Source: an optimization exercise on an open RTL-to-GDS flow (aim: small area and a short achievable clock period). Production flows keep margins and buffers that such runs may drop.
Function not checked in this run: the RTL went through the layout flow alone.
The clock cells of this run come from the design's own scripts or RTL, not from TritonCTS.
The clock input has no modelled driver; a real chip could not lean on it and would need a root buffer or a full tree.
Power and IR drop assume default switching activity.

$ cat design/flow/config.mk
export PLATFORM = sky130hd
export DESIGN_NAME = alu_top
export DESIGN_NICKNAME = alu_top
export VERILOG_FILES = /design/flow/design.v
export SDC_FILE = /design/flow/constraint.sdc
export NUM_CORES = 4
export LEC_CHECK = 0
export CAP_MARGIN = 20
export CORE_MARGIN = 2
export CORE_UTILIZATION = 40
export SLEW_MARGIN = 20
export SYNTH_HIERARCHICAL = 1
$ cat design/flow/constraint.sdc
create_clock -name core_clock -period 14.5 [get_ports {clk}]
set_input_delay 2.9000 -clock core_clock [delete_from_list [all_inputs] [get_ports {clk}]]
set_output_delay 2.9000 -clock core_clock [all_outputs]
set_load 0.01 [all_outputs]
$ cat design/flow/design.v
module alu_top(clk, a, b, op, out, carry_out, over_flow, zero);
input clk;
input [31:0] a, b;
input [2:0] op;
output reg [31:0] out;
output reg carry_out, over_flow, zero;
reg [31:0] a_r, b_r;
reg [2:0] op_r;
wire [31:0] alu_out;
wire alu_carry_out, alu_over_flow, alu_zero;
ALU alu_core(a_r, b_r, op_r, alu_out, alu_carry_out, alu_over_flow, alu_zero);
always @(posedge clk) begin
	a_r <= a;
	b_r <= b;
	op_r <= op;
	out <= alu_out;
	carry_out <= alu_carry_out;
	over_flow <= alu_over_flow;
	zero <= alu_zero;
end
endmodule

module lf_andn(a, b, y);
input a, b;
output y;
assign y = ~a & b;
endmodule
module lf_aoi21(a, b, c, y);
input a, b, c;
output y;
assign y = ~((a & b) | c);
endmodule
module lf_inv(a, y);
input a;
output y;
assign y = ~a;
endmodule
module lf_mux2(s, a, b, y);
input s, a, b;
output y;
assign y = s ? b : a;
endmodule
module lf_mux2i(s, a, b, y);
input s, a, b;
output y;
assign y = ~(s ? b : a);
endmodule
module lf_nand2(a, b, y);
input a, b;
output y;
assign y = ~(a & b);
endmodule
module lf_nand4(a, b, c, d, y);
input a, b, c, d;
output y;
assign y = ~(a & b & c & d);
endmodule
module lf_nor2(a, b, y);
input a, b;
output y;
assign y = ~(a | b);
endmodule
module lf_nor4(a, b, c, d, y);
input a, b, c, d;
output y;
assign y = ~(a | b | c | d);
endmodule
module lf_oai21(a, b, c, y);
input a, b, c;
output y;
assign y = ~((a | b) & c);
endmodule
module lf_oai22(a, b, c, d, y);
input a, b, c, d;
output y;
assign y = ~((a | b) & (c | d));
endmodule
module lf_xnor2(a, b, y);
input a, b;
output y;
assign y = ~(a ^ b);
endmodule
module lf_xor2(a, b, y);
input a, b;
output y;
assign y = a ^ b;
endmodule
module ALU(a, b, addr, out, carry_out, over_flow, zero);
input [31:0] a, b;
input [2:0] addr;
output [31:0] out;
output carry_out, over_flow, zero;
wire op3 = (addr == 3'd3);
wire bi  = (addr == 3'd1) | op3;             
wire inv = (addr == 3'd5) | (addr == 3'd6);  
wire ci  = bi | inv;                         
wire cin_n = ~ci;
wire epn = (addr == 3'd3) | (addr == 3'd4) | (addr == 3'd5);  
wire egn = ~addr[2];                                           
wire ec  = (addr == 3'd0) | (addr == 3'd1);
wire ecn = ~ec;
wire q_1;
wire q_2;
wire q_3;
wire q_4;
wire q_5;
wire q_6;
wire q_7;
wire q_8;
wire q_9;
wire q_10;
wire q_11;
wire q_12;
wire q_13;
wire q_14;
wire q_15;
wire q_16;
wire q_17;
wire q_18;
wire q_19;
wire q_20;
wire q_21;
wire q_22;
wire q_23;
wire q_24;
wire q_25;
wire q_26;
wire q_27;
wire q_28;
wire q_29;
wire q_30;
wire q_31;
wire q_32;
wire bi_33;
wire bi_34;
wire bi_35;
wire bi_36;
wire pn_37;
wire pn_38;
wire pn_39;
wire pn_40;
wire pn_41;
wire pn_42;
wire pn_43;
wire pn_44;
wire pn_45;
wire pn_46;
wire pn_47;
wire pn_48;
wire pn_49;
wire pn_50;
wire pn_51;
wire pn_52;
wire pn_53;
wire pn_54;
wire pn_55;
wire pn_56;
wire pn_57;
wire pn_58;
wire pn_59;
wire pn_60;
wire pn_61;
wire pn_62;
wire pn_63;
wire pn_64;
wire pn_65;
wire pn_66;
wire pn_67;
wire pn_68;
wire gn_69;
wire gn_70;
wire gn_71;
wire gn_72;
wire gn_73;
wire gn_74;
wire gn_75;
wire gn_76;
wire gn_77;
wire gn_78;
wire gn_79;
wire gn_80;
wire gn_81;
wire gn_82;
wire gn_83;
wire gn_84;
wire gn_85;
wire gn_86;
wire gn_87;
wire gn_88;
wire gn_89;
wire gn_90;
wire gn_91;
wire gn_92;
wire gn_93;
wire gn_94;
wire gn_95;
wire gn_96;
wire gn_97;
wire gn_98;
wire gn_99;
wire gn_100;
wire G_101;
wire G_102;
wire G_103;
wire P_104;
wire G_105;
wire P_106;
wire G_107;
wire P_108;
wire G_109;
wire P_110;
wire G_111;
wire P_112;
wire G_113;
wire P_114;
wire G_115;
wire P_116;
wire G_117;
wire P_118;
wire G_119;
wire P_120;
wire G_121;
wire P_122;
wire G_123;
wire P_124;
wire G_125;
wire P_126;
wire G_127;
wire P_128;
wire G_129;
wire P_130;
wire G_131;
wire P_132;
wire G_133;
wire G_134;
wire P_135;
wire G_136;
wire P_137;
wire G_138;
wire P_139;
wire G_140;
wire P_141;
wire G_142;
wire P_143;
wire G_144;
wire P_145;
wire G_146;
wire P_147;
wire i_148;
wire G_149;
wire G_150;
wire i_151;
wire G_152;
wire i_153;
wire P_154;
wire G_155;
wire P_156;
wire i_157;
wire G_158;
wire i_159;
wire P_160;
wire G_161;
wire P_162;
wire i_163;
wire G_164;
wire i_165;
wire P_166;
wire G_167;
wire P_168;
wire G_169;
wire i_170;
wire G_171;
wire i_172;
wire G_173;
wire G_174;
wire G_175;
wire P_176;
wire i_177;
wire G_178;
wire i_179;
wire P_180;
wire i_181;
wire G_182;
wire i_183;
wire P_184;
wire G_185;
wire P_186;
wire i_187;
wire G_188;
wire G_189;
wire G_190;
wire i_191;
wire G_192;
wire G_193;
wire i_194;
wire G_195;
wire i_196;
wire G_197;
wire G_198;
wire i_199;
wire G_200;
wire G_201;
wire G_202;
wire i_203;
wire G_204;
wire G_205;
wire i_206;
wire G_207;
wire i_208;
wire G_209;
wire G_210;
wire G_211;
wire i_212;
wire G_213;
wire i_214;
wire G_215;
wire G_216;
wire i_217;
wire G_218;
wire G_219;
wire G_220;
wire L_221;
wire L_222;
wire kn_223;
wire M_224;
wire L_225;
wire k_226;
wire M_227;
wire L_228;
wire M_229;
wire L_230;
wire M_231;
wire L_232;
wire M_233;
wire L_234;
wire M_235;
wire L_236;
wire M_237;
wire L_238;
wire M_239;
wire L_240;
wire M_241;
wire L_242;
wire M_243;
wire L_244;
wire M_245;
wire L_246;
wire M_247;
wire L_248;
wire M_249;
wire L_250;
wire M_251;
wire L_252;
wire M_253;
wire L_254;
wire kn_255;
wire M_256;
wire L_257;
wire k_258;
wire M_259;
wire L_260;
wire M_261;
wire L_262;
wire M_263;
wire L_264;
wire M_265;
wire L_266;
wire M_267;
wire L_268;
wire M_269;
wire L_270;
wire M_271;
wire L_272;
wire M_273;
wire L_274;
wire M_275;
wire L_276;
wire M_277;
wire L_278;
wire M_279;
wire L_280;
wire M_281;
wire L_282;
wire M_283;
wire L_284;
wire M_285;
wire L_286;
wire M_287;
wire z_288;
wire z_289;
wire z_290;
wire z_291;
wire z_292;
wire z_293;
wire z_294;
wire z_295;
wire z_296;
wire z_297;
wire z_298;
wire z_299;
wire z_300;
wire z_301;
wire z_302;
wire z_303;
wire z_304;
wire z_305;
wire z_306;
wire z_307;
wire mb0;
wire c31 = G_220;
wire c32 = G_198;
wire p31 = ~pn_68;
wire k1 = (op3 & ~p31) | inv;
wire k0 = (op3 & p31) | inv;
wire m1 = (ec & ci) | k1;
wire m0 = (ec & ci) | k0;
assign carry_out = c32 ^ inv;
assign over_flow = c31 ^ c32;
  lf_xnor2 u0 (.a(a[0]), .b(b[0]), .y(q_1));
  lf_xnor2 u1 (.a(a[1]), .b(b[1]), .y(q_2));
  lf_xnor2 u2 (.a(a[2]), .b(b[2]), .y(q_3));
  lf_xnor2 u3 (.a(a[3]), .b(b[3]), .y(q_4));
  lf_xnor2 u4 (.a(a[4]), .b(b[4]), .y(q_5));
  lf_xnor2 u5 (.a(a[5]), .b(b[5]), .y(q_6));
  lf_xnor2 u6 (.a(a[6]), .b(b[6]), .y(q_7));
  lf_xnor2 u7 (.a(a[7]), .b(b[7]), .y(q_8));
  lf_xnor2 u8 (.a(a[8]), .b(b[8]), .y(q_9));
  lf_xnor2 u9 (.a(a[9]), .b(b[9]), .y(q_10));
  lf_xnor2 u10 (.a(a[10]), .b(b[10]), .y(q_11));
  lf_xnor2 u11 (.a(a[11]), .b(b[11]), .y(q_12));
  lf_xnor2 u12 (.a(a[12]), .b(b[12]), .y(q_13));
  lf_xnor2 u13 (.a(a[13]), .b(b[13]), .y(q_14));
  lf_xnor2 u14 (.a(a[14]), .b(b[14]), .y(q_15));
  lf_xnor2 u15 (.a(a[15]), .b(b[15]), .y(q_16));
  lf_xnor2 u16 (.a(a[16]), .b(b[16]), .y(q_17));
  lf_xnor2 u17 (.a(a[17]), .b(b[17]), .y(q_18));
  lf_xnor2 u18 (.a(a[18]), .b(b[18]), .y(q_19));
  lf_xnor2 u19 (.a(a[19]), .b(b[19]), .y(q_20));
  lf_xnor2 u20 (.a(a[20]), .b(b[20]), .y(q_21));
  lf_xnor2 u21 (.a(a[21]), .b(b[21]), .y(q_22));
  lf_xnor2 u22 (.a(a[22]), .b(b[22]), .y(q_23));
  lf_xnor2 u23 (.a(a[23]), .b(b[23]), .y(q_24));
  lf_xnor2 u24 (.a(a[24]), .b(b[24]), .y(q_25));
  lf_xnor2 u25 (.a(a[25]), .b(b[25]), .y(q_26));
  lf_xnor2 u26 (.a(a[26]), .b(b[26]), .y(q_27));
  lf_xnor2 u27 (.a(a[27]), .b(b[27]), .y(q_28));
  lf_xnor2 u28 (.a(a[28]), .b(b[28]), .y(q_29));
  lf_xnor2 u29 (.a(a[29]), .b(b[29]), .y(q_30));
  lf_xnor2 u30 (.a(a[30]), .b(b[30]), .y(q_31));
  lf_xnor2 u31 (.a(a[31]), .b(b[31]), .y(q_32));
  lf_andn u32 (.a(addr[2]), .b(addr[0]), .y(bi_33));
  lf_andn u33 (.a(addr[2]), .b(addr[0]), .y(bi_34));
  lf_andn u34 (.a(addr[2]), .b(addr[0]), .y(bi_35));
  lf_andn u35 (.a(addr[2]), .b(addr[0]), .y(bi_36));
  lf_xor2 u36 (.a(q_1), .b(bi_33), .y(pn_37));
  lf_xor2 u37 (.a(q_2), .b(bi_33), .y(pn_38));
  lf_xor2 u38 (.a(q_3), .b(bi_33), .y(pn_39));
  lf_xor2 u39 (.a(q_4), .b(bi_33), .y(pn_40));
  lf_xor2 u40 (.a(q_5), .b(bi_33), .y(pn_41));
  lf_xor2 u41 (.a(q_6), .b(bi_33), .y(pn_42));
  lf_xor2 u42 (.a(q_7), .b(bi_33), .y(pn_43));
  lf_xor2 u43 (.a(q_8), .b(bi_33), .y(pn_44));
  lf_xor2 u44 (.a(q_9), .b(bi_34), .y(pn_45));
  lf_xor2 u45 (.a(q_10), .b(bi_34), .y(pn_46));
  lf_xor2 u46 (.a(q_11), .b(bi_34), .y(pn_47));
  lf_xor2 u47 (.a(q_12), .b(bi_34), .y(pn_48));
  lf_xor2 u48 (.a(q_13), .b(bi_34), .y(pn_49));
  lf_xor2 u49 (.a(q_14), .b(bi_34), .y(pn_50));
  lf_xor2 u50 (.a(q_15), .b(bi_34), .y(pn_51));
  lf_xor2 u51 (.a(q_16), .b(bi_34), .y(pn_52));
  lf_xor2 u52 (.a(q_17), .b(bi_35), .y(pn_53));
  lf_xor2 u53 (.a(q_18), .b(bi_35), .y(pn_54));
  lf_xor2 u54 (.a(q_19), .b(bi_35), .y(pn_55));
  lf_xor2 u55 (.a(q_20), .b(bi_35), .y(pn_56));
  lf_xor2 u56 (.a(q_21), .b(bi_35), .y(pn_57));
  lf_xor2 u57 (.a(q_22), .b(bi_35), .y(pn_58));
  lf_xor2 u58 (.a(q_23), .b(bi_35), .y(pn_59));
  lf_xor2 u59 (.a(q_24), .b(bi_35), .y(pn_60));
  lf_xor2 u60 (.a(q_25), .b(bi_36), .y(pn_61));
  lf_xor2 u61 (.a(q_26), .b(bi_36), .y(pn_62));
  lf_xor2 u62 (.a(q_27), .b(bi_36), .y(pn_63));
  lf_xor2 u63 (.a(q_28), .b(bi_36), .y(pn_64));
  lf_xor2 u64 (.a(q_29), .b(bi_36), .y(pn_65));
  lf_xor2 u65 (.a(q_30), .b(bi_36), .y(pn_66));
  lf_xor2 u66 (.a(q_31), .b(bi_36), .y(pn_67));
  lf_xor2 u67 (.a(q_32), .b(bi_36), .y(pn_68));
  lf_nand2 u68 (.a(a[0]), .b(pn_37), .y(gn_69));
  lf_nand2 u69 (.a(a[1]), .b(pn_38), .y(gn_70));
  lf_nand2 u70 (.a(a[2]), .b(pn_39), .y(gn_71));
  lf_nand2 u71 (.a(a[3]), .b(pn_40), .y(gn_72));
  lf_nand2 u72 (.a(a[4]), .b(pn_41), .y(gn_73));
  lf_nand2 u73 (.a(a[5]), .b(pn_42), .y(gn_74));
  lf_nand2 u74 (.a(a[6]), .b(pn_43), .y(gn_75));
  lf_nand2 u75 (.a(a[7]), .b(pn_44), .y(gn_76));
  lf_nand2 u76 (.a(a[8]), .b(pn_45), .y(gn_77));
  lf_nand2 u77 (.a(a[9]), .b(pn_46), .y(gn_78));
  lf_nand2 u78 (.a(a[10]), .b(pn_47), .y(gn_79));
  lf_nand2 u79 (.a(a[11]), .b(pn_48), .y(gn_80));
  lf_nand2 u80 (.a(a[12]), .b(pn_49), .y(gn_81));
  lf_nand2 u81 (.a(a[13]), .b(pn_50), .y(gn_82));
  lf_nand2 u82 (.a(a[14]), .b(pn_51), .y(gn_83));
  lf_nand2 u83 (.a(a[15]), .b(pn_52), .y(gn_84));
  lf_nand2 u84 (.a(a[16]), .b(pn_53), .y(gn_85));
  lf_nand2 u85 (.a(a[17]), .b(pn_54), .y(gn_86));
  lf_nand2 u86 (.a(a[18]), .b(pn_55), .y(gn_87));
  lf_nand2 u87 (.a(a[19]), .b(pn_56), .y(gn_88));
  lf_nand2 u88 (.a(a[20]), .b(pn_57), .y(gn_89));
  lf_nand2 u89 (.a(a[21]), .b(pn_58), .y(gn_90));
  lf_nand2 u90 (.a(a[22]), .b(pn_59), .y(gn_91));
  lf_nand2 u91 (.a(a[23]), .b(pn_60), .y(gn_92));
  lf_nand2 u92 (.a(a[24]), .b(pn_61), .y(gn_93));
  lf_nand2 u93 (.a(a[25]), .b(pn_62), .y(gn_94));
  lf_nand2 u94 (.a(a[26]), .b(pn_63), .y(gn_95));
  lf_nand2 u95 (.a(a[27]), .b(pn_64), .y(gn_96));
  lf_nand2 u96 (.a(a[28]), .b(pn_65), .y(gn_97));
  lf_nand2 u97 (.a(a[29]), .b(pn_66), .y(gn_98));
  lf_nand2 u98 (.a(a[30]), .b(pn_67), .y(gn_99));
  lf_nand2 u99 (.a(a[31]), .b(pn_68), .y(gn_100));
  lf_mux2i u100 (.s(pn_37), .a(ci), .b(a[0]), .y(G_101));
  lf_oai21 u101 (.a(pn_38), .b(G_101), .c(gn_70), .y(G_102));
  lf_oai21 u102 (.a(pn_40), .b(gn_71), .c(gn_72), .y(G_103));
  lf_nor2 u103 (.a(pn_40), .b(pn_39), .y(P_104));
  lf_oai21 u104 (.a(pn_42), .b(gn_73), .c(gn_74), .y(G_105));
  lf_nor2 u105 (.a(pn_42), .b(pn_41), .y(P_106));
  lf_oai21 u106 (.a(pn_44), .b(gn_75), .c(gn_76), .y(G_107));
  lf_nor2 u107 (.a(pn_44), .b(pn_43), .y(P_108));
  lf_oai21 u108 (.a(pn_46), .b(gn_77), .c(gn_78), .y(G_109));
  lf_nor2 u109 (.a(pn_46), .b(pn_45), .y(P_110));
  lf_oai21 u110 (.a(pn_48), .b(gn_79), .c(gn_80), .y(G_111));
  lf_nor2 u111 (.a(pn_48), .b(pn_47), .y(P_112));
  lf_oai21 u112 (.a(pn_50), .b(gn_81), .c(gn_82), .y(G_113));
  lf_nor2 u113 (.a(pn_50), .b(pn_49), .y(P_114));
  lf_oai21 u114 (.a(pn_52), .b(gn_83), .c(gn_84), .y(G_115));
  lf_nor2 u115 (.a(pn_52), .b(pn_51), .y(P_116));
  lf_oai21 u116 (.a(pn_54), .b(gn_85), .c(gn_86), .y(G_117));
  lf_nor2 u117 (.a(pn_54), .b(pn_53), .y(P_118));
  lf_oai21 u118 (.a(pn_56), .b(gn_87), .c(gn_88), .y(G_119));
  lf_nor2 u119 (.a(pn_56), .b(pn_55), .y(P_120));
  lf_oai21 u120 (.a(pn_58), .b(gn_89), .c(gn_90), .y(G_121));
  lf_nor2 u121 (.a(pn_58), .b(pn_57), .y(P_122));
  lf_oai21 u122 (.a(pn_60), .b(gn_91), .c(gn_92), .y(G_123));
  lf_nor2 u123 (.a(pn_60), .b(pn_59), .y(P_124));
  lf_oai21 u124 (.a(pn_62), .b(gn_93), .c(gn_94), .y(G_125));
  lf_nor2 u125 (.a(pn_62), .b(pn_61), .y(P_126));
  lf_oai21 u126 (.a(pn_64), .b(gn_95), .c(gn_96), .y(G_127));
  lf_nor2 u127 (.a(pn_64), .b(pn_63), .y(P_128));
  lf_oai21 u128 (.a(pn_66), .b(gn_97), .c(gn_98), .y(G_129));
  lf_nor2 u129 (.a(pn_66), .b(pn_65), .y(P_130));
  lf_oai21 u130 (.a(pn_68), .b(gn_99), .c(gn_100), .y(G_131));
  lf_nor2 u131 (.a(pn_68), .b(pn_67), .y(P_132));
  lf_aoi21 u132 (.a(P_104), .b(G_102), .c(G_103), .y(G_133));
  lf_aoi21 u133 (.a(P_108), .b(G_105), .c(G_107), .y(G_134));
  lf_nand2 u134 (.a(P_108), .b(P_106), .y(P_135));
  lf_aoi21 u135 (.a(P_112), .b(G_109), .c(G_111), .y(G_136));
  lf_nand2 u136 (.a(P_112), .b(P_110), .y(P_137));
  lf_aoi21 u137 (.a(P_116), .b(G_113), .c(G_115), .y(G_138));
  lf_nand2 u138 (.a(P_116), .b(P_114), .y(P_139));
  lf_aoi21 u139 (.a(P_120), .b(G_117), .c(G_119), .y(G_140));
  lf_nand2 u140 (.a(P_120), .b(P_118), .y(P_141));
  lf_aoi21 u141 (.a(P_124), .b(G_121), .c(G_123), .y(G_142));
  lf_nand2 u142 (.a(P_124), .b(P_122), .y(P_143));
  lf_aoi21 u143 (.a(P_128), .b(G_125), .c(G_127), .y(G_144));
  lf_nand2 u144 (.a(P_128), .b(P_126), .y(P_145));
  lf_aoi21 u145 (.a(P_132), .b(G_129), .c(G_131), .y(G_146));
  lf_nand2 u146 (.a(P_132), .b(P_130), .y(P_147));
  lf_inv u147 (.a(G_133), .y(i_148));
  lf_aoi21 u148 (.a(P_106), .b(i_148), .c(G_105), .y(G_149));
  lf_oai21 u149 (.a(P_135), .b(G_133), .c(G_134), .y(G_150));
  lf_inv u150 (.a(G_136), .y(i_151));
  lf_aoi21 u151 (.a(P_114), .b(i_151), .c(G_113), .y(G_152));
  lf_inv u152 (.a(P_137), .y(i_153));
  lf_nand2 u153 (.a(P_114), .b(i_153), .y(P_154));
  lf_oai21 u154 (.a(P_139), .b(G_136), .c(G_138), .y(G_155));
  lf_nor2 u155 (.a(P_139), .b(P_137), .y(P_156));
  lf_inv u156 (.a(G_140), .y(i_157));
  lf_aoi21 u157 (.a(P_122), .b(i_157), .c(G_121), .y(G_158));
  lf_inv u158 (.a(P_141), .y(i_159));
  lf_nand2 u159 (.a(P_122), .b(i_159), .y(P_160));
  lf_oai21 u160 (.a(P_143), .b(G_140), .c(G_142), .y(G_161));
  lf_nor2 u161 (.a(P_143), .b(P_141), .y(P_162));
  lf_inv u162 (.a(G_144), .y(i_163));
  lf_aoi21 u163 (.a(P_130), .b(i_163), .c(G_129), .y(G_164));
  lf_inv u164 (.a(P_145), .y(i_165));
  lf_nand2 u165 (.a(P_130), .b(i_165), .y(P_166));
  lf_oai21 u166 (.a(P_147), .b(G_144), .c(G_146), .y(G_167));
  lf_nor2 u167 (.a(P_147), .b(P_145), .y(P_168));
  lf_aoi21 u168 (.a(P_110), .b(G_150), .c(G_109), .y(G_169));
  lf_inv u169 (.a(G_150), .y(i_170));
  lf_oai21 u170 (.a(P_137), .b(i_170), .c(G_136), .y(G_171));
  lf_inv u171 (.a(G_150), .y(i_172));
  lf_oai21 u172 (.a(P_154), .b(i_172), .c(G_152), .y(G_173));
  lf_aoi21 u173 (.a(P_156), .b(G_150), .c(G_155), .y(G_174));
  lf_aoi21 u174 (.a(P_126), .b(G_161), .c(G_125), .y(G_175));
  lf_nand2 u175 (.a(P_126), .b(P_162), .y(P_176));
  lf_inv u176 (.a(G_161), .y(i_177));
  lf_oai21 u177 (.a(P_145), .b(i_177), .c(G_144), .y(G_178));
  lf_inv u178 (.a(P_162), .y(i_179));
  lf_nor2 u179 (.a(P_145), .b(i_179), .y(P_180));
  lf_inv u180 (.a(G_161), .y(i_181));
  lf_oai21 u181 (.a(P_166), .b(i_181), .c(G_164), .y(G_182));
  lf_inv u182 (.a(P_162), .y(i_183));
  lf_nor2 u183 (.a(P_166), .b(i_183), .y(P_184));
  lf_aoi21 u184 (.a(P_168), .b(G_161), .c(G_167), .y(G_185));
  lf_nand2 u185 (.a(P_168), .b(P_162), .y(P_186));
  lf_inv u186 (.a(G_174), .y(i_187));
  lf_aoi21 u187 (.a(P_118), .b(i_187), .c(G_117), .y(G_188));
  lf_oai21 u188 (.a(P_141), .b(G_174), .c(G_140), .y(G_189));
  lf_oai21 u189 (.a(P_160), .b(G_174), .c(G_158), .y(G_190));
  lf_inv u190 (.a(G_174), .y(i_191));
  lf_aoi21 u191 (.a(P_162), .b(i_191), .c(G_161), .y(G_192));
  lf_oai21 u192 (.a(P_176), .b(G_174), .c(G_175), .y(G_193));
  lf_inv u193 (.a(G_174), .y(i_194));
  lf_aoi21 u194 (.a(P_180), .b(i_194), .c(G_178), .y(G_195));
  lf_inv u195 (.a(G_174), .y(i_196));
  lf_aoi21 u196 (.a(P_184), .b(i_196), .c(G_182), .y(G_197));
  lf_oai21 u197 (.a(P_186), .b(G_174), .c(G_185), .y(G_198));
  lf_inv u198 (.a(G_102), .y(i_199));
  lf_oai21 u199 (.a(pn_39), .b(i_199), .c(gn_71), .y(G_200));
  lf_oai21 u200 (.a(pn_41), .b(G_133), .c(gn_73), .y(G_201));
  lf_oai21 u201 (.a(pn_43), .b(G_149), .c(gn_75), .y(G_202));
  lf_inv u202 (.a(G_150), .y(i_203));
  lf_oai21 u203 (.a(pn_45), .b(i_203), .c(gn_77), .y(G_204));
  lf_oai21 u204 (.a(pn_47), .b(G_169), .c(gn_79), .y(G_205));
  lf_inv u205 (.a(G_171), .y(i_206));
  lf_oai21 u206 (.a(pn_49), .b(i_206), .c(gn_81), .y(G_207));
  lf_inv u207 (.a(G_173), .y(i_208));
  lf_oai21 u208 (.a(pn_51), .b(i_208), .c(gn_83), .y(G_209));
  lf_oai21 u209 (.a(pn_53), .b(G_174), .c(gn_85), .y(G_210));
  lf_oai21 u210 (.a(pn_55), .b(G_188), .c(gn_87), .y(G_211));
  lf_inv u211 (.a(G_189), .y(i_212));
  lf_oai21 u212 (.a(pn_57), .b(i_212), .c(gn_89), .y(G_213));
  lf_inv u213 (.a(G_190), .y(i_214));
  lf_oai21 u214 (.a(pn_59), .b(i_214), .c(gn_91), .y(G_215));
  lf_oai21 u215 (.a(pn_61), .b(G_192), .c(gn_93), .y(G_216));
  lf_inv u216 (.a(G_193), .y(i_217));
  lf_oai21 u217 (.a(pn_63), .b(i_217), .c(gn_95), .y(G_218));
  lf_oai21 u218 (.a(pn_65), .b(G_195), .c(gn_97), .y(G_219));
  lf_oai21 u219 (.a(pn_67), .b(G_197), .c(gn_99), .y(G_220));
  lf_oai22 u220 (.a(pn_37), .b(epn), .c(gn_69), .d(egn), .y(L_221));
  lf_xor2 u221 (.a(L_221), .b(mb0), .y(out[0]));
  lf_oai22 u222 (.a(pn_38), .b(epn), .c(gn_70), .d(egn), .y(L_222));
  lf_mux2i u223 (.s(G_198), .a(k0), .b(k1), .y(kn_223));
  lf_oai21 u224 (.a(G_101), .b(ecn), .c(kn_223), .y(M_224));
  lf_xor2 u225 (.a(L_222), .b(M_224), .y(out[1]));
  lf_oai22 u226 (.a(pn_39), .b(epn), .c(gn_71), .d(egn), .y(L_225));
  lf_mux2 u227 (.s(G_198), .a(k0), .b(k1), .y(k_226));
  lf_aoi21 u228 (.a(G_102), .b(ec), .c(k_226), .y(M_227));
  lf_xnor2 u229 (.a(L_225), .b(M_227), .y(out[2]));
  lf_oai22 u230 (.a(pn_40), .b(epn), .c(gn_72), .d(egn), .y(L_228));
  lf_aoi21 u231 (.a(G_200), .b(ec), .c(k_226), .y(M_229));
  lf_xnor2 u232 (.a(L_228), .b(M_229), .y(out[3]));
  lf_oai22 u233 (.a(pn_41), .b(epn), .c(gn_73), .d(egn), .y(L_230));
  lf_oai21 u234 (.a(G_133), .b(ecn), .c(kn_223), .y(M_231));
  lf_xor2 u235 (.a(L_230), .b(M_231), .y(out[4]));
  lf_oai22 u236 (.a(pn_42), .b(epn), .c(gn_74), .d(egn), .y(L_232));
  lf_aoi21 u237 (.a(G_201), .b(ec), .c(k_226), .y(M_233));
  lf_xnor2 u238 (.a(L_232), .b(M_233), .y(out[5]));
  lf_oai22 u239 (.a(pn_43), .b(epn), .c(gn_75), .d(egn), .y(L_234));
  lf_oai21 u240 (.a(G_149), .b(ecn), .c(kn_223), .y(M_235));
  lf_xor2 u241 (.a(L_234), .b(M_235), .y(out[6]));
  lf_oai22 u242 (.a(pn_44), .b(epn), .c(gn_76), .d(egn), .y(L_236));
  lf_aoi21 u243 (.a(G_202), .b(ec), .c(k_226), .y(M_237));
  lf_xnor2 u244 (.a(L_236), .b(M_237), .y(out[7]));
  lf_oai22 u245 (.a(pn_45), .b(epn), .c(gn_77), .d(egn), .y(L_238));
  lf_aoi21 u246 (.a(G_150), .b(ec), .c(k_226), .y(M_239));
  lf_xnor2 u247 (.a(L_238), .b(M_239), .y(out[8]));
  lf_oai22 u248 (.a(pn_46), .b(epn), .c(gn_78), .d(egn), .y(L_240));
  lf_aoi21 u249 (.a(G_204), .b(ec), .c(k_226), .y(M_241));
  lf_xnor2 u250 (.a(L_240), .b(M_241), .y(out[9]));
  lf_oai22 u251 (.a(pn_47), .b(epn), .c(gn_79), .d(egn), .y(L_242));
  lf_oai21 u252 (.a(G_169), .b(ecn), .c(kn_223), .y(M_243));
  lf_xor2 u253 (.a(L_242), .b(M_243), .y(out[10]));
  lf_oai22 u254 (.a(pn_48), .b(epn), .c(gn_80), .d(egn), .y(L_244));
  lf_aoi21 u255 (.a(G_205), .b(ec), .c(k_226), .y(M_245));
  lf_xnor2 u256 (.a(L_244), .b(M_245), .y(out[11]));
  lf_oai22 u257 (.a(pn_49), .b(epn), .c(gn_81), .d(egn), .y(L_246));
  lf_aoi21 u258 (.a(G_171), .b(ec), .c(k_226), .y(M_247));
  lf_xnor2 u259 (.a(L_246), .b(M_247), .y(out[12]));
  lf_oai22 u260 (.a(pn_50), .b(epn), .c(gn_82), .d(egn), .y(L_248));
  lf_aoi21 u261 (.a(G_207), .b(ec), .c(k_226), .y(M_249));
  lf_xnor2 u262 (.a(L_248), .b(M_249), .y(out[13]));
  lf_oai22 u263 (.a(pn_51), .b(epn), .c(gn_83), .d(egn), .y(L_250));
  lf_aoi21 u264 (.a(G_173), .b(ec), .c(k_226), .y(M_251));
  lf_xnor2 u265 (.a(L_250), .b(M_251), .y(out[14]));
  lf_oai22 u266 (.a(pn_52), .b(epn), .c(gn_84), .d(egn), .y(L_252));
  lf_aoi21 u267 (.a(G_209), .b(ec), .c(k_226), .y(M_253));
  lf_xnor2 u268 (.a(L_252), .b(M_253), .y(out[15]));
  lf_oai22 u269 (.a(pn_53), .b(epn), .c(gn_85), .d(egn), .y(L_254));
  lf_mux2i u270 (.s(G_198), .a(k0), .b(k1), .y(kn_255));
  lf_oai21 u271 (.a(G_174), .b(ecn), .c(kn_255), .y(M_256));
  lf_xor2 u272 (.a(L_254), .b(M_256), .y(out[16]));
  lf_oai22 u273 (.a(pn_54), .b(epn), .c(gn_86), .d(egn), .y(L_257));
  lf_mux2 u274 (.s(G_198), .a(k0), .b(k1), .y(k_258));
  lf_aoi21 u275 (.a(G_210), .b(ec), .c(k_258), .y(M_259));
  lf_xnor2 u276 (.a(L_257), .b(M_259), .y(out[17]));
  lf_oai22 u277 (.a(pn_55), .b(epn), .c(gn_87), .d(egn), .y(L_260));
  lf_oai21 u278 (.a(G_188), .b(ecn), .c(kn_255), .y(M_261));
  lf_xor2 u279 (.a(L_260), .b(M_261), .y(out[18]));
  lf_oai22 u280 (.a(pn_56), .b(epn), .c(gn_88), .d(egn), .y(L_262));
  lf_aoi21 u281 (.a(G_211), .b(ec), .c(k_258), .y(M_263));
  lf_xnor2 u282 (.a(L_262), .b(M_263), .y(out[19]));
  lf_oai22 u283 (.a(pn_57), .b(epn), .c(gn_89), .d(egn), .y(L_264));
  lf_aoi21 u284 (.a(G_189), .b(ec), .c(k_258), .y(M_265));
  lf_xnor2 u285 (.a(L_264), .b(M_265), .y(out[20]));
  lf_oai22 u286 (.a(pn_58), .b(epn), .c(gn_90), .d(egn), .y(L_266));
  lf_aoi21 u287 (.a(G_213), .b(ec), .c(k_258), .y(M_267));
  lf_xnor2 u288 (.a(L_266), .b(M_267), .y(out[21]));
  lf_oai22 u289 (.a(pn_59), .b(epn), .c(gn_91), .d(egn), .y(L_268));
  lf_aoi21 u290 (.a(G_190), .b(ec), .c(k_258), .y(M_269));
  lf_xnor2 u291 (.a(L_268), .b(M_269), .y(out[22]));
  lf_oai22 u292 (.a(pn_60), .b(epn), .c(gn_92), .d(egn), .y(L_270));
  lf_aoi21 u293 (.a(G_215), .b(ec), .c(k_258), .y(M_271));
  lf_xnor2 u294 (.a(L_270), .b(M_271), .y(out[23]));
  lf_oai22 u295 (.a(pn_61), .b(epn), .c(gn_93), .d(egn), .y(L_272));
  lf_oai21 u296 (.a(G_192), .b(ecn), .c(kn_255), .y(M_273));
  lf_xor2 u297 (.a(L_272), .b(M_273), .y(out[24]));
  lf_oai22 u298 (.a(pn_62), .b(epn), .c(gn_94), .d(egn), .y(L_274));
  lf_aoi21 u299 (.a(G_216), .b(ec), .c(k_258), .y(M_275));
  lf_xnor2 u300 (.a(L_274), .b(M_275), .y(out[25]));
  lf_oai22 u301 (.a(pn_63), .b(epn), .c(gn_95), .d(egn), .y(L_276));
  lf_aoi21 u302 (.a(G_193), .b(ec), .c(k_258), .y(M_277));
  lf_xnor2 u303 (.a(L_276), .b(M_277), .y(out[26]));
  lf_oai22 u304 (.a(pn_64), .b(epn), .c(gn_96), .d(egn), .y(L_278));
  lf_aoi21 u305 (.a(G_218), .b(ec), .c(k_258), .y(M_279));
  lf_xnor2 u306 (.a(L_278), .b(M_279), .y(out[27]));
  lf_oai22 u307 (.a(pn_65), .b(epn), .c(gn_97), .d(egn), .y(L_280));
  lf_oai21 u308 (.a(G_195), .b(ecn), .c(kn_255), .y(M_281));
  lf_xor2 u309 (.a(L_280), .b(M_281), .y(out[28]));
  lf_oai22 u310 (.a(pn_66), .b(epn), .c(gn_98), .d(egn), .y(L_282));
  lf_aoi21 u311 (.a(G_219), .b(ec), .c(k_258), .y(M_283));
  lf_xnor2 u312 (.a(L_282), .b(M_283), .y(out[29]));
  lf_oai22 u313 (.a(pn_67), .b(epn), .c(gn_99), .d(egn), .y(L_284));
  lf_oai21 u314 (.a(G_197), .b(ecn), .c(kn_255), .y(M_285));
  lf_xor2 u315 (.a(L_284), .b(M_285), .y(out[30]));
  lf_oai22 u316 (.a(pn_68), .b(epn), .c(gn_100), .d(egn), .y(L_286));
  lf_aoi21 u317 (.a(G_220), .b(ec), .c(k_258), .y(M_287));
  lf_xnor2 u318 (.a(L_286), .b(M_287), .y(out[31]));
  lf_nor2 u319 (.a(out[0]), .b(out[1]), .y(z_288));
  lf_nor2 u320 (.a(out[2]), .b(out[3]), .y(z_289));
  lf_nor2 u321 (.a(out[4]), .b(out[5]), .y(z_290));
  lf_nor2 u322 (.a(out[6]), .b(out[7]), .y(z_291));
  lf_nor2 u323 (.a(out[8]), .b(out[9]), .y(z_292));
  lf_nor2 u324 (.a(out[10]), .b(out[11]), .y(z_293));
  lf_nor2 u325 (.a(out[12]), .b(out[13]), .y(z_294));
  lf_nor2 u326 (.a(out[14]), .b(out[15]), .y(z_295));
  lf_nor2 u327 (.a(out[16]), .b(out[17]), .y(z_296));
  lf_nor2 u328 (.a(out[18]), .b(out[19]), .y(z_297));
  lf_nor2 u329 (.a(out[20]), .b(out[21]), .y(z_298));
  lf_nor2 u330 (.a(out[22]), .b(out[23]), .y(z_299));
  lf_nor2 u331 (.a(out[24]), .b(out[25]), .y(z_300));
  lf_nor2 u332 (.a(out[26]), .b(out[27]), .y(z_301));
  lf_nor2 u333 (.a(out[28]), .b(out[29]), .y(z_302));
  lf_nor2 u334 (.a(out[30]), .b(out[31]), .y(z_303));
  lf_nand4 u335 (.a(z_288), .b(z_289), .c(z_290), .d(z_291), .y(z_304));
  lf_nand4 u336 (.a(z_292), .b(z_293), .c(z_294), .d(z_295), .y(z_305));
  lf_nand4 u337 (.a(z_296), .b(z_297), .c(z_298), .d(z_299), .y(z_306));
  lf_nand4 u338 (.a(z_300), .b(z_301), .c(z_302), .d(z_303), .y(z_307));
  lf_nor4 u339 (.a(z_304), .b(z_305), .c(z_306), .d(z_307), .y(zero));
lf_mux2 um (.s(c32), .a(m0), .b(m1), .y(mb0));   
endmodule
$ cat design/flow/flow/run.sh
#!/bin/bash
# The standard layout (standard.sh) with these changes to how it is made:
#  - the port buffers are sky130 buf_1 rather than the resizer's default pick;
#  - before floorplanning every combinational cell is set to drive strength 1
#    (flow/downsize.tcl), so only the resizer's timing repair sizes cells up;
#  - the timing repair aims at a setup slack margin of SETUP_MARGIN ns;
#  - the clock port drives MCTS_K buffers that each drive the flip-flops of
#    one region (flow/cts_hook.tcl), instead of TritonCTS's two-level tree.
# Each tool's output goes to ORFS's own per-step logs under orfs/logs; make's
# output goes to standard.log.
export BUFFER_PORTS_ARGS="-buffer_cell sky130_fd_sc_hd__buf_1"
export SETUP_SLACK_MARGIN=${SETUP_MARGIN:-10.8}
export PRE_FLOORPLAN_TCL=$PWD/flow/downsize.tcl
export MCTS_K=${MCTS_K:-4}
export MCTS_CELL=${MCTS_CELL:-sky130_fd_sc_hd__buf_12}
export PRE_CTS_TCL=$PWD/flow/cts_hook.tcl
bash standard.sh > standard.log 2>&1
$ cat design/flow/flow/cts_hook.tcl
# Clock distribution with one level of buffers: the clock port drives
# K buffer cells, each driving the flip-flops of one region of the
# core (the flip-flops split into K groups of equal size by position).
proc manual_cts {K {cell sky130_fd_sc_hd__clkbuf_16}} {
  set block [ord::get_db_block]
  set clknet [$block findNet clk]
  set master [[ord::get_db] findMaster $cell]
  set sinks {}
  foreach it [$clknet getITerms] {
    set inst [$it getInst]
    set xy [$inst getLocation]
    lappend sinks [list $it [lindex $xy 0] [lindex $xy 1]]
  }
  # split along the longer side of the sinks' bounding box
  set xs [lsort -integer [lmap s $sinks {lindex $s 1}]]
  set ys [lsort -integer [lmap s $sinks {lindex $s 2}]]
  set idx [expr {([lindex $xs end] - [lindex $xs 0]) >= ([lindex $ys end] - [lindex $ys 0]) ? 1 : 2}]
  set sinks [lsort -integer -index $idx $sinks]
  set n [llength $sinks]
  for {set g 0} {$g < $K} {incr g} {
    set lo [expr {$g * $n / $K}]
    set hi [expr {($g + 1) * $n / $K - 1}]
    set grp [lrange $sinks $lo $hi]
    set inst [odb::dbInst_create $block $master "clkbuf_m_$g"]
    set net [odb::dbNet_create $block "clk_m_$g"]
    $net setSigType CLOCK
    [$inst findITerm A] connect $clknet
    [$inst findITerm X] connect $net
    set sx 0; set sy 0
    foreach s $grp {
      set it [lindex $s 0]
      $it disconnect
      $it connect $net
      incr sx [lindex $s 1]; incr sy [lindex $s 2]
    }
    set m [llength $grp]
    $inst setLocation [expr {$sx / $m}] [expr {$sy / $m}]
    $inst setPlacementStatus PLACED
  }
}

# Used as the PRE_CTS hook of the standard flow: build the one-level clock
# distribution here, then let cts.tcl go on (detailed placement, timing
# repair) with TritonCTS's own tree building turned into a no-op.
manual_cts $::env(MCTS_K) $::env(MCTS_CELL)
set_propagated_clock [all_clocks]
rename clock_tree_synthesis tritoncts_clock_tree_synthesis
proc clock_tree_synthesis {args} {
  puts "cts_hook.tcl: clock_tree_synthesis skipped (one-level clock buffers built in the PRE_CTS hook)"
}
$ cat design/flow/flow/downsize.tcl
# Start placement from the smallest drive of every combinational cell that
# synthesis sized up; the timing repair later in the flow sizes up again only
# the cells on paths that need it. Flip-flops are left as synthesis made them.
set db [ord::get_db]
set n 0
foreach inst [[ord::get_db_block] getInsts] {
  set m [[$inst getMaster] getName]
  if {[regexp {^(sky130_fd_sc_hd__([a-z0-9]+))_([0-9]+)$} $m -> base kind sz] && $sz > 1
      && ![string match df* $kind] && ![string match sdf* $kind] && ![string match dl* $kind]} {
    set nm [$db findMaster ${base}_1]
    if {$nm ne "NULL"} {
      $inst swapMaster $nm
      incr n
    }
  }
}
puts "downsize.tcl: $n cells set to drive strength 1"
$ cat design/flow/standard.sh
#!/bin/bash
# synth_recipe.tcl (not shown) runs the flow's synth.tcl, then flattens the netlist and writes it again
# the make line also repeats each setting of config.mk as NAME=value (left out here)
make -C /OpenROAD-flow-scripts/flow DESIGN_CONFIG=/design/flow/config.mk WORK_HOME=/design/flow/orfs CLKGATE_MAP_FILE= SYNTH_SCRIPT=/design/flow/synth_recipe.tcl "${@:-finish}"
==> summary.md <==
| Metric | Value |
|---|---|
| Result of the run | `no timing/DRC/antenna violations` |
| Critical path cell sequence | `buf_1` |
| Slowest stage cell on the critical path | `dfxtp_1` |
| Wire length after detailed routing | `9.135 mm` |
| DIE HEIGHT | `106.3 um` |
| Slowest cell delay on critical path | `0.39 ns` |
| Setup repair after global routing missed its margin | `false` |
| Arr. time, crit path | `0.69 ns` |
| Final antenna-violating net count | `0` |
| Number of nets in the synthesized netlist | `531` |
| Final Cycle Share | `0.2473` |
| Post-layout minimum cycle time | `3.586 ns` |
| Total of max-cap violations | `0` |
| Clk pin slew, worst setup/hold paths | `0.10 ns` |
| Dominant delay contributor by cell family on the critical path | `flip-flops` |
| Slew headroom | `0.3327` |
| Diodes inserted | `0` |
| Count of cells along the worst register-to-register path | `17` |
| Highest attainable clock frequency | `278.9 MHz` |
| Leakage power figure | `2.013 nW` |
| Maximum number of pins on one net before global-route repair | `34` |
| Instance area after placement | `0.004755 sq mm` |
| Most frequent standard cell in the layout excluding fill and tap cells | `buf_1` |
| Pre-CTS setup slack | `9.880 ns` |
| WP data required | `11.60 ns` |
| Horizontal die dimension | `106.3 um` |
| Remaining global-route overflow | `0` |
| Type of the setup path with the least slack | `reg -> out` |
| Critical path buffers and inverters | `1` |
| Floorplan die area | `0.01129 sq mm` |
| Worst hold margin | `0.6664 ns` |
| Number of top-level design ports | `103` |
| Starting Density | `0.4090` |
| Synth Warn # | `7` |
| Routed wirelength normalized by instance count | `12.71 um` |
| Half-perimeter wire length after placement | `6.920 mm` |
| Core outline area | `0.01023 sq mm` |
| Final instance area | `0.005100 sq mm` |
| Number of remaining DRC errors | `0` |
| Number of pins with negative max-slew slack in the final report | `0` |
| Cell depth of the worst min-delay path | `3` |
| Element type at the critical path start | `flop` |
| Kind of end point of the critical path | `output port` |
| Overall routing resource usage | `0.1526` |
| Number of global-route vias before repair | `3255` |
| Final hold violation count | `0` |
| Setup TNS | `0 ns` |
| Power per unit of standard cell area | `137.6 mW/mm^2` |
| Wire length of the first global-routing pass | `14.56 mm` |
| Max IR drop VDD | `0.00005456 V` |
| Total iterations of the first detailed-routing run | `4` |
| Initial detailed-routing violation count | `102` |
| Final Power | `0.7015 mW` |
| Total of endpoints with negative setup slack in the final report | `0` |
| Slew of the pin with the lowest slew margin | `0.9815 ns` |
| Worst-case setup margin in the final layout | `10.91 ns` |
| Fraction of final layout cells with drive strength greater than 1 | `0.07547` |
| Setup clock skew after layout | `0.009870 ns` |
| Row Count | `37` |
| Maximum fanout count along the critical path | `1` |
| Class of the worst hold path | `reg -> reg` |
| Post-Syn Instances | `463` |
| Stages on the worst setup path | `1` |
| Port-buffer cells | `102` |
| Routed vias | `3445` |
| Hold_buf cts | `0` |
| Via-per-instance ratio | `4.791` |
| Total Nets Final | `653` |
| Initial antenna violation count | `0` |
| Clock latency reported for the late side of the worst-skew pair | `0.13 ns` |
| RD Place Congestion | `0.8224` |
| Leading cell types in the layout, fill and taps excluded | `buf_1, dfxtp_1, xnor2_1, o21ai_1, nand2_1` |
==> layout make-up <==
| type | instances | area (sq um) |
|---|---|---|
| multi-input combinational | 334 | 2195 |
| tap | 136 | 170.2 |
| inverter | 26 | 97.59 |
| timing repair buffer | 117 | 508.0 |
| fill | 1025 | 5131 |
| buffer | 4 | 80.08 |
| sequential | 102 | 2049 |
==> flip-flops by register name, indices dropped and copies added, names as in the netlist <==
name,cells
a_r,32
b_r,32
carry_out,1
op_r,3
out,32
over_flow,1
zero,1
==> where the power goes <==
group | internal, mW | total (mW) | switching [mW]
clock | 0.0450 | 0.112 | 0.0675
sequential | 0.328 | 0.347 | 0.0188
combinational | 0.0960 | 0.242 | 0.146
==> worst paths after layout <==
path         startpoint      end  slack, ns
max                zero     zero      10.91
min             a_r[27]  out[27]       0.67
max reg2reg     op_r[2]     zero      11.10
min reg2reg     a_r[27]  out[27]       0.67
==> per-stage QoR <==
stage | cells | util
floorplan | 463 | -
global placement | 701 | 0.4647
detailed placement | 701 | 0.4647
CTS | 711 | 0.4844
global route | 719 | 0.4985
finish | 719 | 0.4985
==> metal layers <==
| layer | GRT usage | vias to the layer above | wire (um) |
|---|---|---|---|
| met1 | 0.2071 | 1555 | 4158 |
| met2 | 0.2761 | 83 | 4442 |
| li1 | - | 1799 | - |
| met5 | 0 | - | 0 |
| met4 | 0.01974 | 0 | 132 |
| met3 | 0.006131 | 8 | 401 |
==> what timing repair did <==
action,4_1_cts,5_1_grt
gates resized for setup,16,16
pin swaps,2,3
setup endpoints to repair,33,1
setup buffers,6,8

==> re-timing with driven ports <==
The flow's constraints put no driver on any port. The routed layout listed below was extracted and timed again, unchanged, in two steps. Step 1 sets driving cells, clkbuf_16 on the clock port and buf_2 on the other inputs (assumed; they add their load-dependent delay and slew). Step 2 also shifts input and output timing later by t, the mid clock arrival at the registers, as if the neighbouring blocks saw the same clock. a / b / c = no drivers / after step 1 / after step 2; a / b = the first two.
t, ns: 0.207
setup WS [ns]: 10.914 / 10.836 / 11.043
latest minus earliest clock arrival (ns): 0.010 / 0.010
worst data-port slew with drivers (ns): 0.03
After both steps this run still meets setup and hold. The setup slack of this run moves by -0.078 ns with the drivers and by +0.129 ns with both steps.
